What follows belongs to an exercise in optimizing a design on an open flow for small area, a short achievable clock period and few clock cycles per item; a production flow would make more cautious choices. RTL that was checked went through simulation tests only; none was proved equivalent to the original.

## iterativeDivision
module iterativeDivision
  #(parameter int unsigned DATA_W = 32)
  ( input  var logic i_clk
  , input  var logic i_rst  
  , input  var logic [DATA_W-1:0] i_dividend
  , input  var logic [DATA_W-1:0] i_divisor
  , input  var logic i_start  
  , output var logic [DATA_W-1:0] o_quotient
  , output var logic [DATA_W-1:0] o_remainder
  , output var logic o_finish  
  );
Size: roughly 110 flip-flops, ~130 I/O pins.
clock: 8.0 ns
lec_check: 0
abc_area: 1
cap_margin: 20
core_margin: 2
core_utilization: 40
setup_slack_margin: 5.0
slew_margin: 20
run.sh (not shown) runs the stock make flow with config.mk's settings and CLKGATE_MAP_FILE= SYNTH_SCRIPT=/design/flow/synth_recipe.tcl, a recipe that flattens the netlist after the stock synthesis.
Testbench counts at the start, summed over its fixed seeds: cycles 13,806, items 3,200.
Change:
SETUP_SLACK_MARGIN = 4.0   (was 5.0)
Worst hold slack barely changes.
Core utilization went down by 7.0 points.
Worst setup slack got worse by 280 ps.
Final area went down by 13%.
First-iteration DRC count went down by 21%.
Via count went down by 6.6%.
Critical path depth went up by 1.
Change:
CORE_UTILIZATION = 55   (was 40)
SETUP_SLACK_MARGIN = 4.5   (was 4.0)
Global-route usage rises by 9.5 points.
Fmax rises by 2.3%.
Count of clock-buffer cells in the layout does not change.
Change:
==> flow/flow/run.sh (new file) <==
#!/bin/bash
# Standard layout, with the port buffers made from the smallest buffer cell
# (repair may still resize them). make's output goes to flow_make.log; each
# ORFS step writes its own log under orfs/logs/.
set -euo pipefail
export BUFFER_PORTS_ARGS="-buffer_cell sky130_fd_sc_hd__buf_1"
bash standard.sh finish > flow_make.log 2>&1
==> flow/standard.sh (new file) <==
#!/bin/bash
# synth_recipe.tcl (not shown) runs the flow's synth.tcl, then flattens the netlist and writes it again
# the make line also repeats each setting of config.mk as NAME=value (left out here)
make -C /OpenROAD-flow-scripts/flow DESIGN_CONFIG=/design/flow/config.mk WORK_HOME=/design/flow/orfs CLKGATE_MAP_FILE= SYNTH_SCRIPT=/design/flow/synth_recipe.tcl "${@:-finish}"
ABC_AREA = default   (was 1)
ABC_CLOCK_PERIOD_IN_PS = 3000   (was default)
CORE_UTILIZATION = 40   (was 55)
removed: flow/run.sh
Result: The changed run produced a clean layout. Via count drops by about a fifth. Setup slack is better by 58 ps. Worst hold slack is worse by 3.5 ps.
Change:
ABC_AREA = 1   (was default)
ABC_CLOCK_PERIOD_IN_PS = default   (was 3000)
CORE_UTILIZATION = 50   (was 40)
Worst setup slack improved by 120 ps.
Synthesized area grows by about a fifth.
Hold slack got worse by 5.9 ps.
Sequential share of layout area shrinks by 0.76 points.
Via count grows by a quarter to a third.
Final area grows by a few percent.
Count of clock-buffer cells in the layout does not change.

Another version of the RTL of iterativeDivision (not shown whole).
Size: ~1,100 cells after synthesis, ~100 flip-flops, about 130 I/O pins, roughly 9000 um2 of cells after synthesis.
==> flow/design.v (excerpt) <==
module iterativeDivision
  #(parameter int unsigned DATA_W = 32)
  ( input  var logic i_clk
  , input  var logic i_rst  
  , input  var logic [DATA_W-1:0] i_dividend
  , input  var logic [DATA_W-1:0] i_divisor
  , input  var logic i_start  
  , output var logic [DATA_W-1:0] o_quotient
  , output var logic [DATA_W-1:0] o_remainder
  , output var logic o_finish  
  );
clock: 8.0 ns
lec_check: 0
cap_margin: 20
core_margin: 2
core_utilization: 40
slew_margin: 20
Stock flow here: none of the scripts above is used.
The baseline went through all stages and came out clean.
Rerun with:
- SETUP_SLACK_MARGIN: unset -> 4.0
After rerunning:
- core utilization went up by 12 points
- count of clock-buffer cells in the layout stays the same
- worst setup slack gains 1.9 ns
- maximum frequency came out higher by about 35%
- global-route usage rose by 3.6 points
- cell count went up by 6.6%
- synthesized cell count is unchanged
- wire length grows by about 20%
- clock skew is about the same
- synthesized area stays the same
No run of this note included a check of the RTL's function; only the layout flow was run.

Another version of the RTL of iterativeDivision (not shown whole).
For scale: about 1500 cells after synthesis, ~110 flip-flops, about 130 I/O pins, about 12000 um2 of cells after synthesis.
==> flow/design.v (excerpt) <==
module iterativeDivision
  #(parameter int unsigned DATA_W = 32)
  ( input  var logic i_clk
  , input  var logic i_rst  
  , input  var logic [DATA_W-1:0] i_dividend
  , input  var logic [DATA_W-1:0] i_divisor
  , input  var logic i_start  
  , output var logic [DATA_W-1:0] o_quotient
  , output var logic [DATA_W-1:0] o_remainder
  , output var logic o_finish  
  );
  function automatic logic [5:0] clz32(input logic [31:0] x);
    logic [15:0] z1; logic [15:0] c1;       
    logic [7:0]  z2; logic [15:0] c2;       
    logic [3:0]  z3; logic [11:0] c3;       
    logic [1:0]  z4; logic [7:0]  c4;       
    logic        z5; logic [4:0]  c5;
    for (int i = 0; i < 16; i++) begin
      z1[i] = !(x[2*i+1] || x[2*i]);
      c1[i] = !x[2*i+1];
    end
    for (int i = 0; i < 8; i++) begin
      z2[i]         = z1[2*i+1] && z1[2*i];
      c2[2*i+:2]    = z1[2*i+1] ? {1'b1, c1[2*i]} : {1'b0, c1[2*i+1]};
    end
    for (int i = 0; i < 4; i++) begin
      z3[i]         = z2[2*i+1] && z2[2*i];
      c3[3*i+:3]    = z2[2*i+1] ? {1'b1, c2[4*i+:2]} : {1'b0, c2[4*i+2+:2]};
    end
    for (int i = 0; i < 2; i++) begin
      z4[i]         = z3[2*i+1] && z3[2*i];
      c4[4*i+:4]    = z3[2*i+1] ? {1'b1, c3[6*i+:3]} : {1'b0, c3[6*i+3+:3]};
    end
    z5 = z4[1] && z4[0];
    c5 = z4[1] ? {1'b1, c4[3:0]} : {1'b0, c4[7:4]};
    clz32 = {z5, z5 ? 5'd0 : c5};
  endfunction
  logic divZero_q;
  logic [5:0] zA, zB;
  logic [6:0] shDiff_q;
  always_comb begin
    zA = clz32(i_dividend);
    zB = clz32(i_divisor);
  end
  always_ff @(posedge i_clk)
    if (i_start)
      shDiff_q <= {1'b0, zB} - {1'b0, zA};
  logic [3:0] shAmt;
  logic       quotZero;
  always_comb begin
    shAmt    = shDiff_q[4:1];
    quotZero = shDiff_q[6] || divZero_q;
  end
  logic       busy_q, align_q, step_q;
  logic [3:0] count_q;
  always_ff @(posedge i_clk)
    if (i_rst) begin
      busy_q  <= '0;
      align_q <= '0;
      step_q  <= '0;
    end else if (i_start) begin
      busy_q  <= '1;
      align_q <= '1;
      step_q  <= '0;
    end else if (align_q) begin
      busy_q  <= !quotZero;
      align_q <= '0;
      step_q  <= !quotZero;
    end else begin
  ...
==> flow/config.mk <==
export PLATFORM = sky130hd
export DESIGN_NAME = iterativeDivision
export DESIGN_NICKNAME = iterativeDivision
export VERILOG_FILES = /design/flow/design.v
export SDC_FILE = /design/flow/constraint.sdc
export NUM_CORES = 4
export LEC_CHECK = 0
export CAP_MARGIN = 20
export CORE_MARGIN = 2
export CORE_UTILIZATION = 40
export SETUP_SLACK_MARGIN = 4.5
export SLEW_MARGIN = 20
==> flow/constraint.sdc <==
create_clock -name core_clock -period 8.0 [get_ports {i_clk}]
set_input_delay 1.6000 -clock core_clock [delete_from_list [all_inputs] [get_ports {i_clk}]]
set_output_delay 1.6000 -clock core_clock [all_outputs]
set_load 0.01 [all_outputs]
The first run finished with timing, DRC and antenna clean.
Testbench counts at the start, summed over its fixed seeds: cycles 13,991, items 3,200.
Rerun with:
- ABC_AREA: default -> 1
What happened: Critical path depth went down by 1; die area came out higher by 14%; register-to-register slack gains 430 ps; wire length grows by about 26%; via count rises by about 25%; setup slack gains 320 ps; clock skew is about the same.

iterativeDivision, a different RTL version from the one above (not shown whole).
For scale: roughly 1500 cells after synthesis, about 120 flip-flops, about 9200 um^2 of cells after synthesis.
clock: 8.0 ns
lec_check: 0
abc_area: 1
cap_margin: 20
core_margin: 2
core_utilization: 40
cts_buf_list: sky130_fd_sc_hd__clkbuf_8
cts_cluster_size: 12
setup_slack_margin: 5.0
slew_margin: 20
standard.sh (not shown) runs the stock make flow with config.mk's settings and CLKGATE_MAP_FILE= SYNTH_SCRIPT=/design/flow/synth_recipe.tcl, a recipe that flattens the netlist after the stock synthesis.
==> flow/flow/run.sh <==
#!/bin/bash
# Standard layout, with the port buffers made from the smallest buffer cell
# (repair may still resize them), and timing repair aimed at a 5.3 ns setup
# margin. make's output goes to flow_make.log; each ORFS step writes its own
# log under orfs/logs/.
set -euo pipefail
export BUFFER_PORTS_ARGS="-buffer_cell sky130_fd_sc_hd__buf_1"
bash standard.sh finish SETUP_SLACK_MARGIN=5.3 > flow_make.log 2>&1
Edit:
==> flow/flow/run.sh (replaced) <==
#!/bin/bash
# Standard layout, with the port buffers made from the smallest buffer cell
# (repair may still resize them). make's output goes to flow_make.log; each
# ORFS step writes its own log under orfs/logs/.
set -euo pipefail
export BUFFER_PORTS_ARGS="-buffer_cell sky130_fd_sc_hd__buf_1"
bash standard.sh finish > flow_make.log 2>&1
Settings changed: CTS_BUF_LIST sky130_fd_sc_hd__clkbuf_8 to unset, CTS_CLUSTER_SIZE 12 to unset.
- The new run finished with timing, DRC and antenna clean
- core utilization fell by 1.1 points
- worst hold slack stays flat
- final area shrinks by a few percent
- count of clock-buffer cells in the layout grows by 4
- global-route usage grows by 0.89 points
Edit:
==> flow/flow/run.sh (replaced) <==
#!/bin/bash
# Standard layout, with the port buffers made from the smallest buffer cell
# (repair may still resize them), and timing repair aimed at a 5.3 ns setup
# margin. make's output goes to flow_make.log; each ORFS step writes its own
# log under orfs/logs/.
set -euo pipefail
export BUFFER_PORTS_ARGS="-buffer_cell sky130_fd_sc_hd__buf_1"
bash standard.sh finish SETUP_SLACK_MARGIN=5.3 > flow_make.log 2>&1
Outcome: The new run passed the timing, DRC and antenna checks; via count stays flat; design area went up by 3.7%; utilization came out higher by 1.7 points.
No functional check of the RTL was part of any run of this note.

RTL: one of the versions met above, not the one the previous note started from.
Size in the first run: about 1,600 cells after synthesis, roughly 110 flip-flops, roughly 130 I/O pins, roughly 13,000 um^2 of cells after synthesis.
## iterativeDivision
module iterativeDivision
  #(parameter int unsigned DATA_W = 32)
  ( input  var logic i_clk
  , input  var logic i_rst  
  , input  var logic [DATA_W-1:0] i_dividend
  , input  var logic [DATA_W-1:0] i_divisor
  , input  var logic i_start  
  , output var logic [DATA_W-1:0] o_quotient
  , output var logic [DATA_W-1:0] o_remainder
  , output var logic o_finish  
  );
export LEC_CHECK = 0
export ABC_CLOCK_PERIOD_IN_PS = 2000
export CAP_MARGIN = 20
export CORE_MARGIN = 2
export CORE_UTILIZATION = 40
export SETUP_SLACK_MARGIN = 4.5
export SLEW_MARGIN = 20
create_clock -name core_clock -period 8.0 [get_ports {i_clk}]
==> flow/flow/run.sh <==
#!/bin/bash
# Standard layout, with the port buffers made from the smallest buffer cell
# (repair may still resize them). make's output goes to flow_make.log; each
# ORFS step writes its own log under orfs/logs/.
set -euo pipefail
export BUFFER_PORTS_ARGS="-buffer_cell sky130_fd_sc_hd__buf_1"
bash standard.sh finish > flow_make.log 2>&1
The first run produced a clean layout.
Testbench counts at the start, summed over its fixed seeds: cycles 13,806, items 3,200.
Rerun with:
- ABC_AREA: default -> 1
- ABC_CLOCK_PERIOD_IN_PS: 2000 -> default
The changed run produced a clean layout.
Worst setup slack gains 0.18 ns.
Worst hold slack loses 0.032 ns.
Critical path depth came out higher by 2.
Rerun with:
- GPL_TIMING_DRIVEN: default -> 0
Final area rises by 5.2%.
Global-route usage climbs by 2.0 points.
Hold slack gains 0.0042 ns.
Rerun with:
- GPL_TIMING_DRIVEN: 0 -> default
- SETUP_SLACK_MARGIN: 4.5 -> 4.75
After rerunning:
- The changed run passed the timing, DRC and antenna checks
- clock-buffer cell count stays the same
- non-clock buffer count falls by 58
- synthesized area stays the same
- setup slack gets better by 0.088 ns
- routed wire length falls by 6.3%
- register-to-register slack gets better by 0.25 ns
- clock skew barely changes
- final area falls by 0.45%
- fmax rises by 2.4%
Rerun with:
==> flow/run.sh (new file) <==
#!/bin/bash
# synth_recipe.tcl (not shown) runs the flow's synth.tcl, then flattens the netlist and writes it again
# the make line also repeats each setting of config.mk as NAME=value (left out here)
make -C /OpenROAD-flow-scripts/flow DESIGN_CONFIG=/design/flow/config.mk WORK_HOME=/design/flow/orfs CLKGATE_MAP_FILE= SYNTH_SCRIPT=/design/flow/synth_recipe.tcl finish
- CORE_UTILIZATION: 40 -> 55
- PLACE_DENSITY: default -> 0.7
- SETUP_SLACK_MARGIN: 4.75 -> 4.5
removed: flow/flow/run.sh
removed: flow/standard.sh
Effect: Global-route usage grows by 8.4 points. Synthesized cell count is unchanged. Die area drops by a quarter to a third.
Rerun with:
==> flow/flow/run.sh (new file) <==
#!/bin/bash
# Standard layout, with the port buffers made from the smallest buffer cell
# (repair may still resize them). make's output goes to flow_make.log; each
# ORFS step writes its own log under orfs/logs/.
set -euo pipefail
export BUFFER_PORTS_ARGS="-buffer_cell sky130_fd_sc_hd__buf_1"
bash standard.sh finish > flow_make.log 2>&1
==> flow/standard.sh (new file) <==
#!/bin/bash
# synth_recipe.tcl (not shown) runs the flow's synth.tcl, then flattens the netlist and writes it again
# the make line also repeats each setting of config.mk as NAME=value (left out here)
make -C /OpenROAD-flow-scripts/flow DESIGN_CONFIG=/design/flow/config.mk WORK_HOME=/design/flow/orfs CLKGATE_MAP_FILE= SYNTH_SCRIPT=/design/flow/synth_recipe.tcl "${@:-finish}"
- CORE_UTILIZATION: 55 -> 30
- PLACE_DENSITY: 0.7 -> default
removed: flow/run.sh
=>
- The changed run completed with no timing, DRC or antenna violations
- final cell count climbs by 8.7%
- worst setup slack loses 0.12 ns
- non-clock buffer count falls by 29
- fmax decreases by 3.3%
- die area climbs by 81%
- count of clock-buffer cells in the layout is unchanged

-- afterwards: timing with drivers on the ports --
Ports are ideal in the flow. The routed layouts listed here were re-timed in OpenROAD.
Step 1 assumes that a clkbuf_16 drives the clock port and a buf_2 every other input.
Step 2 also shifts input and output timing later by t, the mid clock arrival at the registers, as if the neighbouring blocks saw the same clock.
Three values: ideal ports, drivers, drivers and shift; two values: the first two.
run | shift t [ns] | setup slack, ns | hold slack, ns | slew at the worst register clock pin (ns) | worst data-port slew with drivers (ns)
the first run of note 1 | 0.427 | 4.407 / 4.434 / 4.007 | 0.449 / 0.449 / 0.449 | 0.09 / 0.09 | 0.04
the second run of note 1 | 0.430 | 4.125 / 4.125 / 3.724 | 0.451 / 0.451 / 0.451 | 0.09 / 0.09 | 0.06
the third run of note 1 | 0.421 | 4.213 / 4.233 / 3.811 | 0.480 / 0.480 / 0.480 | 0.10 / 0.10 | 0.06
the fourth run of note 1 | 0.425 | 4.270 / 4.279 / 3.866 | 0.476 / 0.476 / 0.476 | 0.10 / 0.10 | 0.08
the fifth run of note 1 | 0.430 | 4.394 / 4.412 / 3.982 | 0.471 / 0.471 / 0.471 | 0.10 / 0.10 | 0.05
the first run of note 2 | 0.400 | 0.743 / 0.743 / 0.743 | 0.450 / 0.450 / 0.450 | 0.08 / 0.08 | 0.04
the second run of note 2 | 0.408 | 2.623 / 2.623 / 2.385 | 0.450 / 0.450 / 0.450 | 0.09 / 0.09 | 0.05
the first run of note 3 | 0.415 | 4.112 / 4.112 / 3.753 | 0.485 / 0.485 / 0.485 | 0.10 / 0.10 | 0.05
the second run of note 3 | 0.431 | 4.427 / 4.455 / 4.023 | 0.477 / 0.477 / 0.477 | 0.09 / 0.09 | 0.04
the first run of note 4 | 0.499 | 5.009 / 4.969 / 4.892 | 0.435 / 0.435 / 0.435 | 0.09 / 0.09 | 0.07
the second run of note 4 | 0.474 | 5.048 / 5.004 / 4.662 | 0.433 / 0.433 / 0.433 | 0.06 / 0.06 | 0.04
the third run of note 4 | 0.478 | 5.060 / 5.011 / 4.882 | 0.433 / 0.433 / 0.433 | 0.06 / 0.06 | 0.07
the first run of note 5 | 0.425 | 4.270 / 4.279 / 3.866 | 0.476 / 0.476 / 0.476 | 0.10 / 0.10 | 0.08
the second run of note 5 | 0.423 | 4.453 / 4.465 / 4.042 | 0.445 / 0.445 / 0.445 | 0.09 / 0.09 | 0.07
the third run of note 5 | 0.427 | 4.282 / 4.312 / 3.885 | 0.449 / 0.449 / 0.449 | 0.09 / 0.09 | 0.05
the fourth run of note 5 | 0.428 | 4.370 / 4.379 / 3.951 | 0.448 / 0.448 / 0.448 | 0.09 / 0.09 | 0.05
the fifth run of note 5 | 0.421 | 4.414 / 4.422 / 4.001 | 0.460 / 0.460 / 0.460 | 0.10 / 0.10 | 0.05
the sixth run of note 5 | 0.411 | 4.292 / 4.312 / 3.901 | 0.441 / 0.441 / 0.441 | 0.09 / 0.09 | 0.04
After both steps setup and hold are still met in every run listed. For the fourth run of note 5, which loses most, drivers alone change the setup slack by +0.009 ns; drivers and shift together by -0.419 ns.
